Background: an optimization exercise with open tools, aiming at small area and a short achievable clock period. Do not read the settings as production practice.
Function was checked by simulation only, so behaviour that the tests miss may differ from the original.
Power figures rest on the tool's default switching activity, not on a simulated workload.

Design cic_decimator, start of the top module:
module cic_decimator (
    input   wire            clk         ,
    input   wire            rst         ,
    input   wire    [11:0]  din         ,
    input   wire            din_valid   ,
    output  wire    [36:0]  dout        ,
    output  wire            dout_valid
);
For scale: about 2600 cells after synthesis, about 660 flip-flops, ~53 I/O pins.
Settings: LEC_CHECK=0, CAP_MARGIN=20, CORE_MARGIN=2, CORE_UTILIZATION=60, CTS_BUF_LIST=sky130_fd_sc_hd__clkbuf_16 sky130_fd_sc_hd__clkbuf_8, CTS_CLUSTER_DIAMETER=60, CTS_CLUSTER_SIZE=30, SLEW_MARGIN=20; clock period 13.0 ns.
standard.sh (not shown) runs the stock make flow with config.mk's settings and CLKGATE_MAP_FILE= SYNTH_SCRIPT=/design/flow/synth_recipe.tcl, a recipe that flattens the netlist after the stock synthesis.
==> flow/flow/run.sh <==
#!/bin/bash
# Standard synthesis and layout; only the port buffers use a faster cell
# than the one buffer_ports picks by default.
set -euo pipefail
bash standard.sh synth > synth.log 2>&1
bash standard.sh "BUFFER_PORTS_ARGS=-buffer_cell sky130_fd_sc_hd__buf_4" finish > layout.log 2>&1
The baseline produced a clean layout.
Rerun with:
==> flow/flow/run.sh (replaced) <==
#!/bin/bash
# Standard synthesis and layout; the port buffers use a faster cell than
# the one buffer_ports picks by default, and timing repair aims for a
# slack margin so the design closes well under the clock period.
set -euo pipefail
bash standard.sh synth > synth.log 2>&1
bash standard.sh "BUFFER_PORTS_ARGS=-buffer_cell sky130_fd_sc_hd__buf_4" SETUP_SLACK_MARGIN=9.6 finish > layout.log 2>&1
CTS_BUF_LIST = sky130_fd_sc_hd__clkbuf_16   (was sky130_fd_sc_hd__clkbuf_16 sky130_fd_sc_hd__clkbuf_8)
CTS_CLUSTER_DIAMETER = 100   (was 60)
Final cell count drops by 0.46%; utilization drops by 1.0 points; worst hold slack is better by 12 ps; clock power falls by about 33%.
Rerun with:
==> flow/flow/run.sh (replaced) <==
#!/bin/bash
# Standard synthesis and layout; only the port buffers use a faster cell
# than the one buffer_ports picks by default.
set -euo pipefail
bash standard.sh synth > synth.log 2>&1
bash standard.sh "BUFFER_PORTS_ARGS=-buffer_cell sky130_fd_sc_hd__buf_4" finish > layout.log 2>&1
Effect: Clock-buffer cell count stays the same. Die area stays the same. Design area drops by about 1.1%. Final cell count drops by 0.67%.

cic_decimator, a different RTL version from the one above (not shown whole).
Size in the first run: ~660 flip-flops, about 53 I/O pins, roughly 27,000 um^2 of cells after synthesis.
make LEC_CHECK=0 CAP_MARGIN=20 CORE_MARGIN=2 CORE_UTILIZATION=40 CTS_BUF_LIST=sky130_fd_sc_hd__clkbuf_8 CTS_CLUSTER_SIZE=30 SLEW_MARGIN=20 finish   # period 13.0 ns
run.sh (not shown) runs the stock make flow with config.mk's settings and CLKGATE_MAP_FILE= SYNTH_SCRIPT=/design/flow/synth_recipe.tcl, a recipe that flattens the netlist after the stock synthesis.
Stock flow here: none of the scripts above is used.
==> next run, changes <==
Settings changed: CTS_BUF_LIST sky130_fd_sc_hd__clkbuf_8 to unset, CTS_CLUSTER_SIZE 30 to unset.
The changed run finished clean.
First-iteration DRC count rose by 1.8%.
Clock power rises by 17%.
Wire length fell by 0.81%.
Worst hold slack improved by 0.012 ns.
Cell count decreases by 1.5%.
Non-clock buffer count is unchanged.
Clock skew shrinks by 0.016 ns.
Area after synthesis stays the same.
Total power rises by 7.4%.

job 650:
cic_decimator, a different RTL version from the one above (not shown whole).
For scale: about 660 flip-flops, roughly 23000 um^2 of cells after synthesis.
export LEC_CHECK = 0
export ABC_AREA = 1
export CAP_MARGIN = 20
export CORE_MARGIN = 2
export CORE_UTILIZATION = 60
export CTS_BUF_LIST = sky130_fd_sc_hd__clkbuf_16
export CTS_CLUSTER_DIAMETER = 60
export CTS_CLUSTER_SIZE = 45
export SLEW_MARGIN = 20
create_clock -name core_clock -period 13.0 [get_ports {clk}]
standard.sh (not shown) runs the stock make flow with config.mk's settings and CLKGATE_MAP_FILE= SYNTH_SCRIPT=/design/flow/synth_recipe.tcl, a recipe that flattens the netlist after the stock synthesis.
==> flow/flow/run.sh <==
#!/bin/bash
# Standard synthesis and layout; the port buffers use a faster cell than
# the one buffer_ports picks by default, and timing repair aims for a
# slack margin so the design closes well under the clock period.
set -euo pipefail
bash standard.sh synth > synth.log 2>&1
bash standard.sh "BUFFER_PORTS_ARGS=-buffer_cell sky130_fd_sc_hd__buf_2" SETUP_SLACK_MARGIN=9.3 finish > layout.log 2>&1
Job 650 ran to completion and came out clean on the timing, DRC and antenna checks.
#### Input delta (job 7524 over job 650)
- changing CTS_CLUSTER_SIZE from 45 to 30
- changing CTS_CLUSTER_DIAMETER from 60 to 100
Results
- Job 7524 against job 650: routed wire length decreased by 2.0% relative to the old numbers; design area decreased by about 2.6% relative to the old numbers.
- The worst setup path endpoint comes out dout[16] in one run and dout[2] in the other, namely in job 650 and job 7524 respectively.
- Where overall power is concerned, job 650 is outperformed by job 7524.
- Job 7524 vs. job 650: number of vias per cell picked up an extra 0.33%; via count lost 0.91%; count of unique library cells instantiated by Yosys neither gained nor lost much; amount of wire on met2 after detailed routing lost about 2.4%; clock power lost 33%.
> inputs changed (job 7524 -> job 7758)
- CORE_UTILIZATION now 70, was 60
Notes after the runs:
The final layout from job 7758, which completed every stage, passed the timing, DRC and antenna checks at the end of the flow. Taking job 7524 as the reference point, the share of post-route cells with drive strength above 1 of job 7758 rises by 0.22 points. Between job 7524 and job 7758, the overall power consumption figures differ only marginally. Job 7758 vs job 7524 on utilization of the core after routing: job 7758 is the higher one. Job 7758 vs. job 7524: delay contributed by the slowest stage of the critical path held steady, number of non-clock buffers grew by about 2%, initial standard-cell utilization of the core grew by 11 points. Changes observed in job 7758 relative to job 7524: number of I/O pins flat; post-synthesis to final-layout area growth went down by 0.91 points. Fmax essentially unchanged between job 7524 and job 7758. Job 7758 gives less cell count than job 7524 did.
Inputs modified between job 7758 and job 3961:
- changing CORE_UTILIZATION from 70 to 60
==> flow/flow/run.sh <==
#!/bin/bash
# Standard synthesis and layout; the port buffers use a faster cell than
# the one buffer_ports picks by default, timing repair aims for a slack
# margin so the design closes well under the clock period, and the clock
# tree puts fewer buffer levels between the clock port and the registers.
set -euo pipefail
bash standard.sh synth > synth.log 2>&1
bash standard.sh "BUFFER_PORTS_ARGS=-buffer_cell sky130_fd_sc_hd__buf_2" SETUP_SLACK_MARGIN=9.3 \
  "CTS_ARGS=-sink_clustering_enable -repair_clock_nets -sink_clustering_size 30 -sink_clustering_max_diameter 100 -buf_list sky130_fd_sc_hd__clkbuf_16 -distance_between_buffers 1000 -branching_point_buffers_distance 1000" \
  finish > layout.log 2>&1
Findings:
Diff job 7758 -> job 3961 | number of global-route vias before repair | down by a few percent. Job 3961 against job 7758: final-layout clock-cell area share now sits at about the same level; global-route met1 utilization shrank by 3.4 points; wire length on met3 has increased. Compared to job 7758, job 3961 has minimum clock period after layout 0.0051 ns higher.

what the ideal ports hide:
Ports are ideal in the flow. The routed layouts listed here were re-timed in OpenROAD.
Step 1 assumes that a clkbuf_16 drives the clock port and a buf_2 every other input.
Step 2 moves the port delays by t, midway between the first and last clock arrival at a register: inputs arrive t later, outputs are due t later. That takes back most of the time a late clock gives input paths.
a / b / c = ideal / step 1 / step 2; a / b = the first two.
| run | shift t [ns] | setup slack, ns | worst setup path after step 2 |
|---|---|---|---|
| the first run of note 1 | 0.647 | 9.165 / 9.107 / 9.557 | register to register |
| the second run of note 1 | 0.656 | 9.194 / 9.136 / 9.694 | input to register |
| the third run of note 1 | 0.655 | 9.185 / 9.127 / 9.566 | register to register |
| the first run of note 2 | 0.748 | 8.651 / 8.592 / 8.907 | register to register |
| the second run of note 2 | 0.661 | 8.728 / 8.670 / 8.911 | register to register |
| job 650 | 0.623 | 9.332 / 9.278 / 9.573 | input to register |
| job 7524 | 0.639 | 9.325 / 9.269 / 9.574 | input to register |
| job 7758 | 0.623 | 9.330 / 9.279 / 9.546 | input to register |
| job 3961 | 0.639 | 9.325 / 9.269 / 9.574 | input to register |
After both steps setup and hold are still met in every run listed.
